Background: an optimization exercise with open tools, aiming at small area. Do not read the settings as production practice. Only simulation tests tie the RTL to the original design; equivalence was not proved. No activity file was given, so power comes from the tool's default toggle rates.

$ cat flow/run.sh
#!/bin/bash
# synth_recipe.tcl (not shown) runs the flow's synth.tcl, then flattens the netlist and writes it again
# the make line also repeats each setting of config.mk as NAME=value (left out here)
make -C /OpenROAD-flow-scripts/flow DESIGN_CONFIG=/design/flow/config.mk WORK_HOME=/design/flow/orfs CLKGATE_MAP_FILE= SYNTH_SCRIPT=/design/flow/synth_recipe.tcl finish
$ cat flow/constraint.sdc
create_clock -name core_clock -period 10.0 [get_ports {CLOCK_50}]
set_input_delay 2.0000 -clock core_clock [delete_from_list [all_inputs] [get_ports {CLOCK_50}]]
set_output_delay 2.0000 -clock core_clock [all_outputs]
set_load 0.01 [all_outputs]
$ cat flow/config.mk
export PLATFORM = sky130hd
export DESIGN_NAME = main
export DESIGN_NICKNAME = main
export VERILOG_FILES = /design/flow/design.v
export SDC_FILE = /design/flow/constraint.sdc
export NUM_CORES = 4
export LEC_CHECK = 0
export ABC_AREA = 1
export CAP_MARGIN = 20
export CORE_MARGIN = 2
export CORE_UTILIZATION = 45
export PLACE_DENSITY = 0.6
export SLEW_MARGIN = 20
$ cat flow/design.v
module lfsr (
    input             clock,
    input             reset,
    output reg [15:0] lfsr_reg
);
    wire feedback = lfsr_reg[15] ^ lfsr_reg[13] ^ lfsr_reg[12] ^ lfsr_reg[10];
    always @(posedge clock or posedge reset) begin
        if (reset)
            lfsr_reg <= 16'hACE1;
        else
            lfsr_reg <= {lfsr_reg[14:0], feedback};
    end
endmodule
module debouncer #(
    parameter limit_timer = 5
)(
    input      clock,
    input      reset,
    input      botao_in,
    output reg out,
    output     pre
);
    function integer bits(input integer n);    
        begin bits = 1; while ((1 << bits) < n) bits = bits + 1; end
    endfunction
    localparam W = bits(limit_timer + 2);
    localparam [W-1:0] JC = limit_timer + 1;
    reg         sync_0, sync_1;
    reg         estado_estavel;
    reg [W-1:0] contador;
    wire         just = (contador == JC);
    wire [W-1:0] c    = just ? {W{1'b0}} : contador;
    assign pre = estado_estavel & just;
    always @(posedge clock) begin
        sync_0 <= botao_in;
        sync_1 <= sync_0;
        if (reset) begin
            contador       <= 0;
            estado_estavel <= 0;
            out            <= 0;
        end else begin
            out <= pre;
            if (sync_1 != estado_estavel) begin
                if (c >= limit_timer) begin
                    estado_estavel <= sync_1;
                    contador       <= JC;
                end else
                    contador <= c + 1'b1;
            end else
                contador <= 0;
        end
    end
endmodule
module driver7seg(b, d);
    input      [3:0] b;
    output reg [6:0] d;
    always @* begin
        case (b)
            4'd0: d = 7'b1000000;
            4'd1: d = 7'b1111001;
            4'd2: d = 7'b0100100;
            4'd3: d = 7'b0110000;
            4'd4: d = 7'b0011001;
            4'd5: d = 7'b0010010;
            4'd6: d = 7'b0110010;
            4'd7: d = 7'b1111000;
            4'd8: d = 7'b0000000;
            4'd9: d = 7'b0010000;
            default: d = 7'b1111111;
        endcase
    end
endmodule
module baralho (
    input            clock,
    input            reset,
    input            we,
    input      [5:0] wa,
    input      [3:0] wd,
    input      [5:0] ra,
    output reg [3:0] q
);
    reg [3:0] ram [0:51];
    function [3:0] init_val(input integer i);
        init_val = (i % 13) == 0 ? 4'd1 : (i % 13) < 10 ? (i % 13) + 1 : 4'd10;
    endfunction
    genvar g;
    generate
        for (g = 0; g < 52; g = g + 1) begin : ent
            always @(posedge clock)
                if (reset)
                    ram[g] <= init_val(g);
                else if (we && wa == g)
                    ram[g] <= wd;
        end
    endgenerate
    integer i;
    always @(*) begin
        q = 4'd0;
        for (i = 0; i < 52; i = i + 1)
            if (ra == i) q = ram[i];
    end
endmodule
module pontuacao (
    input            clock,
    input            reset,
    input            add,
    input            bonus,
    input      [3:0] v,
    output reg [1:0] tens,
    output reg [3:0] units
);
    wire [4:0] s     = units + v;
    wire       carry = (s >= 10);
    always @(posedge clock) begin
        if (reset) begin
            tens  <= 0;
            units <= 0;
        end else if (add) begin
            units <= carry ? s - 5'd10 : s;
            tens  <= tens + carry;
        end else if (bonus)
            tens  <= tens + 1'b1;
    end
endmodule
module main #(
    parameter SIM_DEBOUNCE_TIMER = 20'd5,
    parameter SIM_GAME_TIMER     = 27'd100,
    parameter SIM_SHUFFLE_LIMIT  = 128
)(
    input        CLOCK_50,
    input  [3:0] KEY,
    output [17:0] LEDR,
    output [6:0] HEX0, HEX1,
    output [6:0] HEX4, HEX5
);
    wire reset_clean, reset_pre, hit, stay;
    wire rst = reset_pre | reset_clean;
    debouncer #(.limit_timer(SIM_DEBOUNCE_TIMER)) db_rst
        (.clock(CLOCK_50), .reset(1'b0), .botao_in(~KEY[0]), .out(reset_clean), .pre(reset_pre));
    debouncer #(.limit_timer(SIM_DEBOUNCE_TIMER)) db_hit
        (.clock(CLOCK_50), .reset(rst), .botao_in(~KEY[1]), .out(hit), .pre());
    debouncer #(.limit_timer(SIM_DEBOUNCE_TIMER)) db_stay
        (.clock(CLOCK_50), .reset(rst), .botao_in(~KEY[2]), .out(stay), .pre());
    wire [15:0] lf;
    lfsr RNG (.clock(CLOCK_50), .reset(reset_clean), .lfsr_reg(lf));
    localparam [4:0] S_IDLE = 0,  S_PRE = 1,  S_G  = 2,  S_GW = 3,  S_S  = 4,
                     S_F1   = 5,  S_F2  = 6,  S_CP = 7,  S_CD = 8,  S_VJ = 9,
                     S_HJ   = 10, S_SJ  = 11, S_VD = 12, S_HD = 13, S_SD = 14,
                     S_CHK  = 15, S_FIM = 16;
    reg [4:0] st, nst;
    localparam MAXV = (SIM_SHUFFLE_LIMIT > SIM_GAME_TIMER) ? SIM_SHUFFLE_LIMIT : SIM_GAME_TIMER;
    function integer bits(input integer n);    
        begin bits = 1; while ((1 << bits) < n) bits = bits + 1; end
    endfunction
    localparam QW   = bits(MAXV / 52 + 1);
    localparam [QW+5:0] L_SHUF = (SIM_SHUFFLE_LIMIT / 52) * 64 + SIM_SHUFFLE_LIMIT % 52;
    localparam [QW+5:0] L_TIM  = (SIM_GAME_TIMER / 52) * 64 + SIM_GAME_TIMER % 52;
    localparam [QW+5:0] L_CARD = 10;
    reg  [QW+5:0] cnt;
    wire [5:0]    r    = cnt[5:0];
    wire [QW-1:0] qq   = cnt[QW+5:6];
    wire          zero = (cnt == 0);
    wire [QW+5:0] dec  = (r == 0) ? {qq - 1'b1, 6'd51} : {qq, r - 1'b1};
    wire          step_add   = (cnt == 6);
    wire          step_bonus = (cnt == 5);
    wire [1:0] pjt, pdt;
    wire [3:0] pju, pdu;
    wire [5:0] pj = {pjt, pju};
    wire [5:0] pd = {pdt, pdu};
    wire pj_over = (pjt == 3) || (pjt == 2 && pju >= 2);
    wire pj_21   = (pjt == 2) && (pju == 1);
    wire pd_over = (pdt == 3) || (pdt == 2 && pdu >= 2);
    wire pd_17   = (pdt >= 2) || (pdt == 1 && pdu >= 7);
    wire pj_le11 = (pjt == 0) || (pjt == 1 && pju <= 1);
    wire pd_le11 = (pdt == 0) || (pdt == 1 && pdu <= 1);
    reg [4:0] endereco;
    always @(*) begin
        nst = st;
        case (st)
            S_IDLE: if (hit) nst = S_PRE;
            S_PRE:  nst = S_G;
            S_G, S_GW: if (lf[10:5] < 52) nst = S_S;
                       else nst = S_G;
            S_S:    nst = zero ? S_F1 : S_GW;
            S_F1:   nst = S_F2;
            S_F2:   nst = S_CP;
            S_CP:   if (zero) nst = (endereco < 4) ? S_CD : S_VJ;
            S_CD:   if (zero) nst = (endereco < 3) ? S_CP : (endereco < 5) ? S_VJ : S_VD;
            S_VJ: begin
                if (pj_over)    nst = S_FIM;
                else if (pj_21) nst = S_VD;
                else if (hit)   nst = S_HJ;
                else if (stay)  nst = S_SJ;
            end
            S_HJ:   if (zero) nst = S_CP;
            S_SJ:   if (zero) nst = S_VD;
            S_VD:   nst = pd_over ? S_FIM : pd_17 ? S_SD : S_HD;
            S_HD:   if (zero) nst = S_CD;
            S_SD:   if (zero) nst = S_CHK;
            S_CHK:  nst = S_FIM;
            S_FIM:  nst = S_FIM;
            default: nst = S_IDLE;
        endcase
    end
    always @(posedge CLOCK_50) begin
        if (rst) st <= S_IDLE;
        else     st <= nst;
    end
    always @(posedge CLOCK_50) begin
        case (st)
            S_PRE:                    cnt <= L_SHUF;
            S_F2, S_VJ, S_VD:         cnt <= (st == S_F2) ? L_CARD : L_TIM;
            S_CP, S_CD, S_HJ, S_HD:   cnt <= zero ? L_CARD : dec;
            S_G, S_GW, S_F1:          cnt <= cnt;
            default:                  cnt <= dec;
        endcase
    end
    wire [5:0] a_s   = lf[11:6];             
    wire [5:0] a_w   = lf[12:7];             
    wire [6:0] sumab = a_s + r;
    wire [5:0] b_s   = (sumab >= 52) ? sumab - 7'd52 : sumab[5:0];
    wire       in_s  = (st == S_S);
    wire       in_w  = (st == S_GW) || (st == S_F1);
    wire       card  = (st == S_CP) || (st == S_CD);
    reg  [3:0] T;
    wire [3:0] q;
    wire [5:0] ra = in_s ? b_s : card ? {1'b0, endereco} : lf[10:5];
    baralho MEMORIA (
        .clock(CLOCK_50), .reset(rst),
        .we(in_s | in_w), .wa(in_s ? b_s : a_w), .wd(T),
        .ra(ra), .q(q)
    );
    always @(posedge CLOCK_50)
        if (!(st == S_GW && lf[10:5] == a_w))
            T <= q;
    wire is_p  = (st == S_CP);
    wire is_d  = (st == S_CD);
    wire ace   = (q == 4'd1);
    always @(posedge CLOCK_50) begin
        if (rst) endereco <= 0;
        else if (card && step_bonus) endereco <= endereco + 1'b1;
    end
    pontuacao SCORE_J (.clock(CLOCK_50), .reset(rst),
        .add(is_p && step_add), .bonus(is_p && step_bonus && ace && pj_le11),
        .v(q), .tens(pjt), .units(pju));
    pontuacao SCORE_D (.clock(CLOCK_50), .reset(rst),
        .add(is_d && step_add), .bonus(is_d && step_bonus && ace && pd_le11),
        .v(q), .tens(pdt), .units(pdu));
    wire fim = (st == S_FIM);
    assign LEDR[0]    = (st == S_HJ);
    assign LEDR[1]    = (st == S_SJ);
    assign LEDR[2]    = (st == S_HD);
    assign LEDR[3]    = (st == S_SD);
    assign LEDR[14:4] = 11'b0;
    assign LEDR[17]   = fim && !pj_over && (pd_over || pj > pd);
    assign LEDR[16]   = fim && (pj_over || (!pd_over && pd > pj));
    assign LEDR[15]   = fim && !pj_over && !pd_over && pj == pd;
    driver7seg seg_jog_u  (.b(pju),          .d(HEX0));
    driver7seg seg_jog_d  (.b({2'b0, pjt}),  .d(HEX1));
    driver7seg seg_deal_u (.b(pdu),          .d(HEX4));
    driver7seg seg_deal_d (.b({2'b0, pdt}),  .d(HEX5));
endmodule
==> summary.txt <==
cell type with the largest total area after synthesis - dfxtp_1
Iter 0 DRT Violations - 906
Syn Inst Count - 2,032
final period demand of the worst path - 8.82 ns
area enclosed by the die boundary - 0.0342 mm2
final RePlAce weighted congestion - 0.912
required time of the critical path - 10.40 ns
vias in the first global route - 12.5k
Peak Freq - 113 MHz
data arrival at the endpoint of the critical path - 9.22 ns
cts bufs inserted - 36
synthesis-to-layout area growth - 13.3%
Sum Neg Setup Slack - 0 ns
Synth Cell Area - 0.0147 mm2
count of placed standard cells in the final layout, fillers left out - 2,527
post-cts repair resize count - 0
setup fix buffers added after clock tree synthesis - 0
remaining max-slew budget at the tightest pin - 29.5%
Warnings, synthesis - 7
dpl hpwl - 27.7 mm
fraction of synthesis flops using an asynchronous set or reset pin - 5.28%
outcome - timing/DRC/antenna clean
wire length of the first global-routing pass - 65.1 mm
layout cells sized above 1 - 6.67%
number of nets in the layout - 2,106
top cells by area, synth - dfxtp_1, nand2_1, nor2_1
clock latency of the later-clocked register in the worst-skew pair - 0.54 ns
Yosys reg bits - 303
CP endpoint kind - register
routed wire length - 40.2 mm
detail-routed via count per cell - 5.20
unrepaired setup endpoints after global routing - no
Total Power Consumption - 0.00572 W
LEAKAGE - 7.45 nW
maximum number of pins on one net before global-route repair - 91
total via count in the routed design - 13.1k
core region area - 0.0324 mm2
total global-route track usage - 24.1%
total number of placement rows - 66
most common cell after layout, fill and taps aside - nand2_1
average detailed-routed wire length per instance - 15.9 um
Critical-path top delay cell - dfstp_2
Ant. Diodes - 0
port buffer count - 36
starting utilization of the core area - 45.5%
synthesized area per cell - 7.24 um2
transition time at the pin with the least slew margin - 1.05 ns
Crit path largest cell delay - 0.58 ns
count of pins on the block boundary - 51
Post-synth EDFFs - 13
DRC - 0
category of the critical setup timing path - reg -> reg
die span in y - 185 um
Clk Tree Root Cell - clkbuf_16
max-cap check violation count - 0
Final period util - 88.2%
register-to-register setup slack - 1.18 ns
clock tree from TritonCTS - yes
buffer levels on the longest clock path - 3
kind of start point of the critical path - register
largest voltage drop on the vdd net - 0.213 mV
critical path peak fanout - 16
most frequent cells in the layout - nand2_1, nor2_1, dfxtp_1
number of antenna-violating nets in the routed design - 0
Congestion Overflow GR - 0
ys flop type - dfxtp_1
power density cells - 343 mW/mm2
total number of H-tree levels - 2
number of pins with negative max-slew slack in the final report - 0
number of unique standard cell types used by synthesis - 55
iteration count of the initial detailed-routing pass - 6
Post-Place Cells - 2,461
sequential cell area fraction in the yosys report - 42.7%
Hold/Removal Path Class - reg -> async
area fraction of the dominant cell type after synthesis - 37.3%
Worst Skew - 0.0226 ns
x dimension of the die - 185 um
Reg clk slew, reported paths - 0.06 ns
Final Hold Violating Endpoints - 0
number of antenna violations at the first check in global routing - 0
dominant cell type by count on the critical path - nand2_1
Largest register FFs - 208
number of sinks driven by the clock tree - 303
final setup fails - 0
hold buffers post-CTS - 0
-- area by class of cell --
cell class / count / area, um2
multi-input combinational: 1398 / 7120
tap: 442 / 553
sequential: 303 / 6290
fill: 3244 / 15700
timing repair buffer: 45 / 428
clock inverter: 15 / 168
inverter: 273 / 1030
clock buffer: 51 / 1090
-- worst max-delay path, delay by kind of cell, from the launching register on --
| family | cells | cell delay, ns |
|---|---|---|
| compound gates | 5 | 0.77 |
| flops | 1 | 0.58 |
| xor+xnor | 2 | 0.36 |
| simple gates | 46 | 4.54 |
| buf+inv | 8 | 0.69 |
| fa+ha+maj | 7 | 1.71 |
-- layer usage --
layer  vias up  GRT usage [%]  share of wire, %
li1       6725              -                 -
met2       323           39.9                46
met1      6005           31.7                45
met3        77           4.07               5.6
met5         -              0                 0
met4         0           8.51               3.3
-- synth_stat cells (3+ instances only) --
cell type	instances
inv_1	254
xor2_1	12
nand2_4	3
o22ai_1	4
a211oi_1	54
fa_1	3
nand4_1	31
dfxtp_1	274
clkbuf_1	48
a31oi_1	3
o21a_1	6
nand3_1	59
nor3_1	38
nor2_4	3
buf_2	4
a21oi_1	186
ha_1	41
or2_2	6
buf_4	15
nor2_2	6
nand2_2	8
o211ai_1	65
clkinv_1	4
edfxtp_1	13
o21ai_0	140
xnor2_1	6
nand3_2	6
nand2_1	400
nor2_1	276
dfstp_2	8
inv_2	15
nand3b_1	3
dfrtp_1	8
-- stage by stage --
| stage | utilization [%] | worst slack [ns] | hold WS [ns] | area [um2] |
|---|---|---|---|---|
| after detailed placement | 47.6 | 1.26 | 0.303 | 15400 |
| after global routing | 51.5 | 0.215 | 0.332 | 16700 |
| after CTS | 51.5 | 1.21 | 0.310 | 16700 |
| after global placement | 47.6 | 1.30 | 0.296 | 15400 |
| final | 51.5 | 1.18 | 0.288 | 16700 |
| after floorplan | - | 3.14 | 0.206 | 14800 |
-- path summary, 6_finish.rpt --
path                                 startpoint               end  cells after the start
worst max-delay path            RNG.lfsr_reg[6]           HEX0[3]                     68
worst min-delay path                 db_rst.out  RNG.lfsr_reg[14]                      1
worst max register to register  RNG.lfsr_reg[6]           HEX0[3]                     68
worst min register to register       db_rst.out  RNG.lfsr_reg[14]                      1
max in group asynchronous            db_rst.out   RNG.lfsr_reg[7]                      1
min in group core_clock           db_rst.sync_0     db_rst.sync_1                      0
-- logic make-up (layout without fill, tap and decap cells) --
group | count (synthesis) | after routing | share of synthesized area, %
DFF | 303 | 303 | 42.7
other | 1 | 13 | 0.0255
buffers and inverters | 343 | 384 | 9.27
muxes | 1 | 1 | 0.0765
xor gates and xnor gates | 19 | 19 | 1.18
adders and majority gates | 44 | 44 | 3.89
and+or+nand+nor | 854 | 854 | 24.5
AOI/OAI and AO/OA | 467 | 467 | 18.3
-- power by group --
part	internal, W	switching (W)
sequential	0.00154	0.000219
combinational	0.000884	0.00171
clock	0.000840	0.000529

## port drivers added, routing unchanged
The flow's constraints put no driver on any port. The routed layout listed below was extracted and timed again, unchanged, in two steps.
Step 1 assumes that a clkbuf_16 drives the clock port and a buf_2 every other input.
Step 2, shift: input delay + t, output delay - t, t = (earliest + latest rising clock arrival at the registers) / 2. This alone moves slack from input paths to output paths.
Slacks: ideal / step 1 / step 2; pairs: ideal / step 1.
shift t [ns]: 0.583
setup WS [ns]: 1.181 / 1.181 / 1.181
worst hold slack (ns): 0.288 / 0.288 / 0.288
worst setup path after step 2: register to register
clock arrival spread, ns: 0.024 / 0.025
After both steps setup and hold are still met in this run. The setup slack of this run moves by 0.000 ns with the drivers and by 0.000 ns with both steps.
